From an optimization exercise on the open Yosys and OpenROAD flow, aimed at small area; shortcuts taken in it are not production practice.
The RTL was checked by simulation tests, not by an equivalence proof against the original design.
Power is estimated from default activity; no workload was simulated.

## fast_detector
module fast_detector(
    input clk,
    input en,
    input [7:0] row_cnt,
    input [8:0] col_cnt,
    input [7:0] f_6,
    input [7:0] f_5,
    input [7:0] f_4,
    input [7:0] f_3,
    input [7:0] f_2,
    input [7:0] f_1,
    input [7:0] f_0,
    output is_FAST
    );
Size: about 810 cells after synthesis, about 0.0093 sq mm of cells after synthesis.
==> flow/config.mk <==
export PLATFORM = sky130hd
export DESIGN_NAME = fast_detector
export DESIGN_NICKNAME = fast_detector
export VERILOG_FILES = /design/flow/design.v
export SDC_FILE = /design/flow/constraint.sdc
export NUM_CORES = 4
export LEC_CHECK = 0
export CAP_MARGIN = 5
export CORE_MARGIN = 2
export CORE_UTILIZATION = 40
export SLEW_MARGIN = 5
==> flow/constraint.sdc <==
create_clock -name core_clock -period 5.0 [get_ports {clk}]
set_input_delay 1.0000 -clock core_clock [delete_from_list [all_inputs] [get_ports {clk}]]
set_output_delay 1.0000 -clock core_clock [all_outputs]
set_load 0.01 [all_outputs]
standard.sh (not shown) runs the stock make flow with config.mk's settings and CLKGATE_MAP_FILE= SYNTH_SCRIPT=/design/flow/synth_recipe.tcl, a recipe that flattens the netlist after the stock synthesis.
==> flow/flow/run.sh <==
#!/bin/bash
# Standard layout with these changes to how it is built:
#  - the netlist is our own Yosys synthesis of the RTL (-nofsm -noshare,
#    flattened), mapped for area with ABC; its registers get the names of the
#    standard synthesis's registers (paired by the RTL register bit on their Q
#    pin, same cell types).  If they do not pair up one to one, the standard
#    synthesis netlist is used, with only its combinational logic re-mapped.
#  - ports are buffered with the smallest buffer (buf_1) instead of the default pick
#  - clock tree: sink clusters sized for the flop clock-pin slew limit, no dummy loads
set -euo pipefail
here=$(pwd)
res=$here/orfs/results/$FLOW_PLATFORM/fast_detector/base
lib=$FLOW_HOME/platforms/$FLOW_PLATFORM/lib/sky130_fd_sc_hd__tt_025C_1v80.lib
yosys_bin=$FLOW_HOME/../tools/install/yosys/bin/yosys
[ -x "$yosys_bin" ] || yosys_bin=yosys

export BUFFER_PORTS_ARGS="-buffer_cell sky130_fd_sc_hd__buf_1"
export CTS_ARGS="-sink_clustering_enable -repair_clock_nets -dont_use_dummy_load -buf_list sky130_fd_sc_hd__clkbuf_4 -sink_clustering_size 9 -sink_clustering_max_diameter 60"

bash standard.sh synth > synth_flow.log 2>&1
cp "$res/1_2_yosys.v" "$here/standard_synth.v"

subst() {
  sed -e "s#LIBFILE#$lib#g" -e "s#INFILE#$here/standard_synth.v#" \
      -e "s#DESIGNFILE#$FLOW_DESIGN#" -e "s#ABCSCRIPT#$here/flow/abc_area.script#" \
      -e "s#OUTFILE#$2#" -e "s#TOPNAME#$FLOW_TOP#g" "$1"
}

# 2a. own synthesis from the RTL, registers renamed to the standard names
use=""
subst flow/ownsynth.ys "$here/own_synth.v" > ownsynth_run.ys
if "$yosys_bin" -s ownsynth_run.ys > ownsynth.log 2>&1 &&
   python3 flow/rename_regs.py "$here/standard_synth.v" "$here/own_synth.v" "$here/own_renamed.v" > rename.log 2>&1; then
  use="$here/own_renamed.v"
fi
# 2b. fallback: re-map only the combinational logic of the standard netlist
if [ -z "$use" ]; then
  subst flow/resynth.ys "$here/resynth.v" > resynth_run.ys
  "$yosys_bin" -s resynth_run.ys > resynth.log 2>&1
  use="$here/resynth.v"
fi
echo "netlist used: $use" > netlist_choice.log
cp "$use" "$res/1_2_yosys.v"
rm -f "$res/1_synth.odb" "$res/1_synth.sdc"
touch "$res/1_2_yosys.v"

# 3. the rest of the standard layout on that netlist
bash standard.sh finish > layout_flow.log 2>&1
Other scripts of this flow, unchanged in this note and not shown: flow/flow/abc_area.script, flow/flow/ownsynth.ys, flow/flow/rename_regs.py, flow/flow/resynth.ys
The first run completed with no timing, DRC or antenna violations.
Then changed:
- CORE_UTILIZATION: 40 -> 68
What happened: The new run completed without violations; count of clock-buffer cells in the layout drops by 1; cell area drops by 2.7%; clock power decreases by about 2.7%; setup slack got worse by 0.13 ns; synthesized cell count is unchanged; non-clock buffer count shrinks by 13; hold slack is worse by 0.12 ns; total power falls by 0.84%; sequential cell count is unchanged.
Then changed:
--- a/flow/flow/run.sh
+++ b/flow/flow/run.sh
@@ -18 +18 @@
-export CTS_ARGS="-sink_clustering_enable -repair_clock_nets -dont_use_dummy_load -buf_list sky130_fd_sc_hd__clkbuf_4 -sink_clustering_size 9 -sink_clustering_max_diameter 60"
+export CTS_ARGS="-sink_clustering_enable -repair_clock_nets -dont_use_dummy_load -buf_list sky130_fd_sc_hd__clkbuf_8 -sink_clustering_size 20 -sink_clustering_max_diameter 60"
- CORE_UTILIZATION: 68 -> 40
Final area went up by a few percent.
Setup slack gets better by 0.13 ns.
Total power grows by a few percent.
Count of clock-buffer cells in the layout went down by 10.
Wire length barely changes.
Worst hold slack gains 0.13 ns.
Fmax goes up by a few percent.
Cell count rises by roughly a tenth.
First-iteration DRC count is lower by a quarter to a third.
Area after synthesis is unchanged.
Then changed:
--- a/flow/flow/run.sh
+++ b/flow/flow/run.sh
@@ -18 +18 @@
-export CTS_ARGS="-sink_clustering_enable -repair_clock_nets -dont_use_dummy_load -buf_list sky130_fd_sc_hd__clkbuf_8 -sink_clustering_size 20 -sink_clustering_max_diameter 60"
+export CTS_ARGS="-sink_clustering_enable -repair_clock_nets -dont_use_dummy_load -buf_list sky130_fd_sc_hd__clkbuf_4 -sink_clustering_size 9 -sink_clustering_max_diameter 60"
- CORE_UTILIZATION: 40 -> 60
- GPL_TIMING_DRIVEN: unset -> 0
Effect:
- power decreases by about 2.7%
- via count increases by about 3.4%
- utilization increases by 21 points
Then changed:
--- a/flow/flow/run.sh
+++ b/flow/flow/run.sh
@@ -18 +18 @@
-export CTS_ARGS="-sink_clustering_enable -repair_clock_nets -dont_use_dummy_load -buf_list sky130_fd_sc_hd__clkbuf_4 -sink_clustering_size 9 -sink_clustering_max_diameter 60"
+export CTS_ARGS="-sink_clustering_enable -repair_clock_nets -dont_use_dummy_load -buf_list sky130_fd_sc_hd__clkbuf_4 -sink_clustering_size 10 -sink_clustering_max_diameter 60"
- CORE_UTILIZATION: 60 -> 68
- GPL_TIMING_DRIVEN: 0 -> unset
Effect:
- routed wire length goes up by 3.1%
- cell area is lower by 0.92%
- sequential share of layout area is higher by 0.52 points
- total power went down by 0.55%
- count of clock-buffer cells in the layout falls by 2
Then changed:
--- a/flow/flow/run.sh
+++ b/flow/flow/run.sh
@@ -18 +18 @@
-export CTS_ARGS="-sink_clustering_enable -repair_clock_nets -dont_use_dummy_load -buf_list sky130_fd_sc_hd__clkbuf_4 -sink_clustering_size 10 -sink_clustering_max_diameter 60"
+export CTS_ARGS="-sink_clustering_enable -repair_clock_nets -dont_use_dummy_load -buf_list sky130_fd_sc_hd__clkbuf_4 -sink_clustering_size 9 -sink_clustering_max_diameter 60"
- CORE_UTILIZATION: 68 -> 55
Global-route usage went down by 6.3 points.
Total power went up by 1.1%.
Clock power went up by about 4.6%.
Worst setup slack is better by 0.041 ns.
Sequential share of layout area went down by 0.64 points.
Non-clock buffer count went up by 6.
Final area went up by 1.1%.
Via count went down by about 2.7%.
Cell count went up by 4.8%.
Synthesized area does not change.
Clock-buffer cell count went up by 2.


## the previous run
The RTL this note starts from:
==> flow/design.v <==
`timescale 1ns / 1ps
module fast_detector(
    input clk,
    input en,
    input [7:0] row_cnt,
    input [8:0] col_cnt,
    input [7:0] f_6,
    input [7:0] f_5,
    input [7:0] f_4,
    input [7:0] f_3,
    input [7:0] f_2,
    input [7:0] f_1,
    input [7:0] f_0,
    output is_FAST
    );
parameter ROW = 240;
parameter COL = 376;
reg [7:0] fast_row_cnt;
reg [8:0] fast_col_cnt;
reg start_cnt;
always @(posedge clk or negedge en) begin
    if (!en) begin
        fast_row_cnt <= 8'd7;
        fast_col_cnt <= 9'd6;
        start_cnt <= 1'b0;
    end
    else begin
        if (start_cnt) begin
            if (fast_col_cnt == COL - 1)
                fast_col_cnt <= 9'd0;
            else
                fast_col_cnt <= fast_col_cnt + 1'b1;
            if (fast_row_cnt == ROW - 1 && fast_col_cnt == COL - 1) begin
                fast_row_cnt <= 8'd0;
                start_cnt <= 1'b0;
            end
            else if (fast_col_cnt == COL - 1)
                fast_row_cnt <= fast_row_cnt + 1'b1;
        end
        else if (row_cnt == 8'd1 && col_cnt == 9'd33) begin
            fast_col_cnt <= 9'd7;
            start_cnt <= 1'b1;
        end
    end
end
reg [7:0] r0_1, r6_1;
reg [7:0] r1_1, r1_2, r5_1, r5_2;
reg [7:0] r2_1, r2_2, r2_3, r3_1, r3_2, r3_3, r4_1, r4_2, r4_3;
always @(posedge clk or negedge en) begin
    if (!en) begin
        r0_1 <= 8'd0; r6_1 <= 8'd0;
        r1_1 <= 8'd0; r1_2 <= 8'd0; r5_1 <= 8'd0; r5_2 <= 8'd0;
        r2_1 <= 8'd0; r2_2 <= 8'd0; r2_3 <= 8'd0;
        r3_1 <= 8'd0; r3_2 <= 8'd0; r3_3 <= 8'd0;
        r4_1 <= 8'd0; r4_2 <= 8'd0; r4_3 <= 8'd0;
    end
    else begin
        r0_1 <= f_0; r6_1 <= f_6;
        r1_1 <= f_1; r1_2 <= r1_1; r5_1 <= f_5; r5_2 <= r5_1;
        r2_1 <= f_2; r2_2 <= r2_1; r2_3 <= r2_2;
        r3_1 <= f_3; r3_2 <= r3_1; r3_3 <= r3_2;
        r4_1 <= f_4; r4_2 <= r4_1; r4_3 <= r4_2;
    end
end
function cy8;
    input [7:0] a;
    input [7:0] b;
    integer i;
    reg g;
    begin
        g = 1'b0;
        for (i = 0; i < 8; i = i + 1)
            g = (a[i] & b[i]) | ((a[i] | b[i]) & g);
        cy8 = g;
    end
endfunction
function [17:0] thr;
    input [7:0] c;
    reg [8:0] tb, td;
    begin
        tb = {1'b0, c} + 9'd25;
        td = {1'b0, c} - 9'd26;
        thr = {~tb[8], ~tb[7:0], ~td[8], ~td[7:0]};
    end
endfunction
function [1:0] cls;    
    input [7:0] p;
    input [17:0] t;
    begin
        cls[1] = t[17] & cy8(p, t[16:9]);
        cls[0] = t[8] & ~cy8(p, t[7:0]);
    end
endfunction
wire [17:0] t0 = thr(f_3);
wire [17:0] t1 = thr(r3_1);
wire [17:0] t3 = thr(r3_3);
wire [1:0] k0  = cls(f_0, t0);
wire [1:0] k8  = cls(f_6, t0);
wire [1:0] k9  = cls(r6_1, t0);
wire [1:0] k15 = cls(r0_1, t0);
wire [1:0] k10 = cls(r5_2, t0);
wire [1:0] k14 = cls(r1_2, t0);
wire [1:0] k11 = cls(r4_3, t0);
wire [1:0] k12;            
wire [1:0] k13 = cls(r2_3, t0);
wire [1:0] k1  = cls(f_0, t1);
wire [1:0] k7  = cls(f_6, t1);
wire [1:0] k2  = cls(r1_1, t3);
wire [1:0] k6  = cls(r5_1, t3);
wire [1:0] k3  = cls(f_2, t3);
wire [1:0] k4  = cls(f_3, t3);
assign k12 = {k4[0], k4[1]};
wire [1:0] k5  = cls(f_4, t3);
reg [17:0] s0_1, s0_2, s0_3;    
reg [3:0]  s1_1, s1_2;          
always @(posedge clk or negedge en) begin
    if (!en) begin
        s0_1 <= 18'd0; s0_2 <= 18'd0; s0_3 <= 18'd0;
        s1_1 <= 4'd0; s1_2 <= 4'd0;
    end
    else begin
        s0_1 <= {k0, k15, k14, k13, k12, k11, k10, k9, k8};
        s0_2 <= s0_1; s0_3 <= s0_2;
        s1_1 <= {k7, k1}; s1_2 <= s1_1;
    end
end
wire [31:0] ring_w;
assign ring_w[1:0]   = s0_3[17:16];
assign ring_w[3:2]   = s1_2[1:0];
assign ring_w[5:4]   = k2;
assign ring_w[7:6]   = k3;
assign ring_w[9:8]   = k4;
assign ring_w[11:10] = k5;
assign ring_w[13:12] = k6;
assign ring_w[15:14] = s1_2[3:2];
assign ring_w[31:16] = s0_3[15:0];
wire [15:0] rb, rd;
genvar gi;
generate for (gi = 0; gi < 16; gi = gi + 1) begin: g_unpack
    assign rb[gi] = ring_w[2*gi+1];
    assign rd[gi] = ring_w[2*gi];
end endgenerate
function [15:0] all9;
    input [15:0] v;
    reg [7:0] sa, pb, sb, pa;    
    integer i;
    begin
        sa[7] = v[7];  pa[0] = v[0];
        sb[7] = v[15]; pb[0] = v[8];
        for (i = 6; i >= 0; i = i - 1) begin
            sa[i] = sa[i+1] & v[i];
            sb[i] = sb[i+1] & v[i+8];
        end
        for (i = 1; i < 8; i = i + 1) begin
            pa[i] = pa[i-1] & v[i];
            pb[i] = pb[i-1] & v[i+8];
        end
        for (i = 0; i < 8; i = i + 1) begin
            all9[i]   = sa[i] & pb[i];
            all9[i+8] = sb[i] & pa[i];
        end
    end
endfunction
function fast_f;
    input [15:0] b;
    input [15:0] d;
    integer i;
    reg [15:0] run, a;
    reg hit;
    begin
        run = all9(b) | all9(d);
        hit = 1'b0;
        for (i = 0; i < 16; i = i + 1) begin
            if (i == 0)
                a[i] = b[0] | d[0];
            else
                a[i] = (b[i] | d[i]) & ~(a[i-1] & ((b[i-1] & d[i]) | (d[i-1] & b[i])));
            hit = hit | (a[i] & run[i]);
        end
        fast_f = hit;
    end
endfunction
wire corner = fast_f(rb, rd);
reg [24:0] dly;
always @(posedge clk or negedge en) begin
    if (!en) dly <= 25'd0;
    else dly <= {dly[23:0], corner};
end
assign is_FAST = dly[24] && (fast_row_cnt >= 8'd7 && fast_row_cnt <= 8'd231 && fast_col_cnt >= 9'd7 && fast_col_cnt <= 9'd367);
endmodule
==> flow/config.mk <==
export PLATFORM = sky130hd
export DESIGN_NAME = fast_detector
export DESIGN_NICKNAME = fast_detector
export VERILOG_FILES = /design/flow/design.v
export SDC_FILE = /design/flow/constraint.sdc
export NUM_CORES = 4
export LEC_CHECK = 0
export CAP_MARGIN = 20
export CORE_MARGIN = 2
export CORE_UTILIZATION = 40
export SLEW_MARGIN = 20
==> flow/constraint.sdc <==
create_clock -name core_clock -period 5.0 [get_ports {clk}]
set_input_delay 1.0000 -clock core_clock [delete_from_list [all_inputs] [get_ports {clk}]]
set_output_delay 1.0000 -clock core_clock [all_outputs]
set_load 0.01 [all_outputs]
==> flow/flow/run.sh <==
#!/bin/bash
# Standard layout, with two changes to how it is built:
#  - ports are buffered with the smallest buffer (buf_1) instead of the default pick
#  - cells on paths with slack are downsized after global routing
#  - clock tree: sink clusters sized for the flop clock-pin slew limit, no dummy loads
set -euo pipefail
export BUFFER_PORTS_ARGS="-buffer_cell sky130_fd_sc_hd__buf_1"
export CTS_ARGS="-sink_clustering_enable -repair_clock_nets -dont_use_dummy_load -buf_list sky130_fd_sc_hd__clkbuf_8 -sink_clustering_size 16 -sink_clustering_max_diameter 60"
export RECOVER_POWER=100
bash standard.sh finish > standard_flow.log 2>&1
The previous run: flow complete, layout not clean; failing: capacitance limit, slew limit
What the current run does differently from the previous run at the input level:
-- flow/flow/run.sh --
<<< the previous run, line 4
#  - cells on paths with slack are downsized after global routing
>>> the current run, line 4
<<< the previous run, line 8
export CTS_ARGS="-sink_clustering_enable -repair_clock_nets -dont_use_dummy_load -buf_list sky130_fd_sc_hd__clkbuf_8 -sink_clustering_size 16 -sink_clustering_max_diameter 60"
export RECOVER_POWER=100
>>> the current run, line 7
export CTS_ARGS="-sink_clustering_enable -repair_clock_nets -dont_use_dummy_load -buf_list sky130_fd_sc_hd__clkbuf_16 -sink_clustering_size 28 -sink_clustering_max_diameter 80"
Notes after the runs:
The current run: flow completed, timing, DRC and antenna clean
The current run vs the previous run: combinational power up in the current run
Where final total power is concerned, the previous run is better than the current run.
The current run does worse than the previous run on post-route cell area.

==> separate check: timing with driven ports <==
The flow's constraints put no driver on any port. The routed layouts listed below were extracted and timed again, unchanged, in two steps.
Step 1 assumes that a clkbuf_16 drives the clock port and a buf_2 every other input.
Step 2 moves the port delays by t, midway between the first and last clock arrival at a register: inputs arrive t later, outputs are due t later. That takes back most of the time a late clock gives input paths.
Three values: ideal ports, drivers, drivers and shift; two values: the first two.
run | t (ns) | slack for setup (ns) | worst setup path at the end | worst register clock-pin slew, ns | worst data-port slew with drivers (ns)
the first run of note 1 | 0.684 | 0.503 / 0.503 / -0.017 | input to register | 0.10 / 0.10 | 0.06
the second run of note 1 | 0.666 | 0.370 / 0.370 / -0.218 | input to register | 0.11 / 0.11 | 0.07
the third run of note 1 | 0.535 | 0.496 / 0.515 / -0.020 | input to register | 0.11 / 0.11 | 0.07
the fourth run of note 1 | 0.661 | 0.256 / 0.271 / -0.390 | input to register | 0.11 / 0.11 | 0.06
the fifth run of note 1 | 0.652 | 0.296 / 0.296 / -0.291 | input to register | 0.12 / 0.12 | 0.06
the sixth run of note 1 | 0.688 | 0.337 / 0.350 / -0.332 | input to register | 0.12 / 0.12 | 0.07
the previous run | 0.577 | 0.423 / 0.423 / 0.303 | input to register | 0.10 / 0.10 | 0.05
the current run | 0.526 | 0.481 / 0.481 / 0.481 | register to register | 0.10 / 0.10 | 0.06
With both steps, setup timing fails in 6 of these runs, where it was met with ideal ports. For the sixth run of note 1, which loses most, drivers alone change the setup slack by +0.013 ns; drivers and shift together by -0.669 ns.
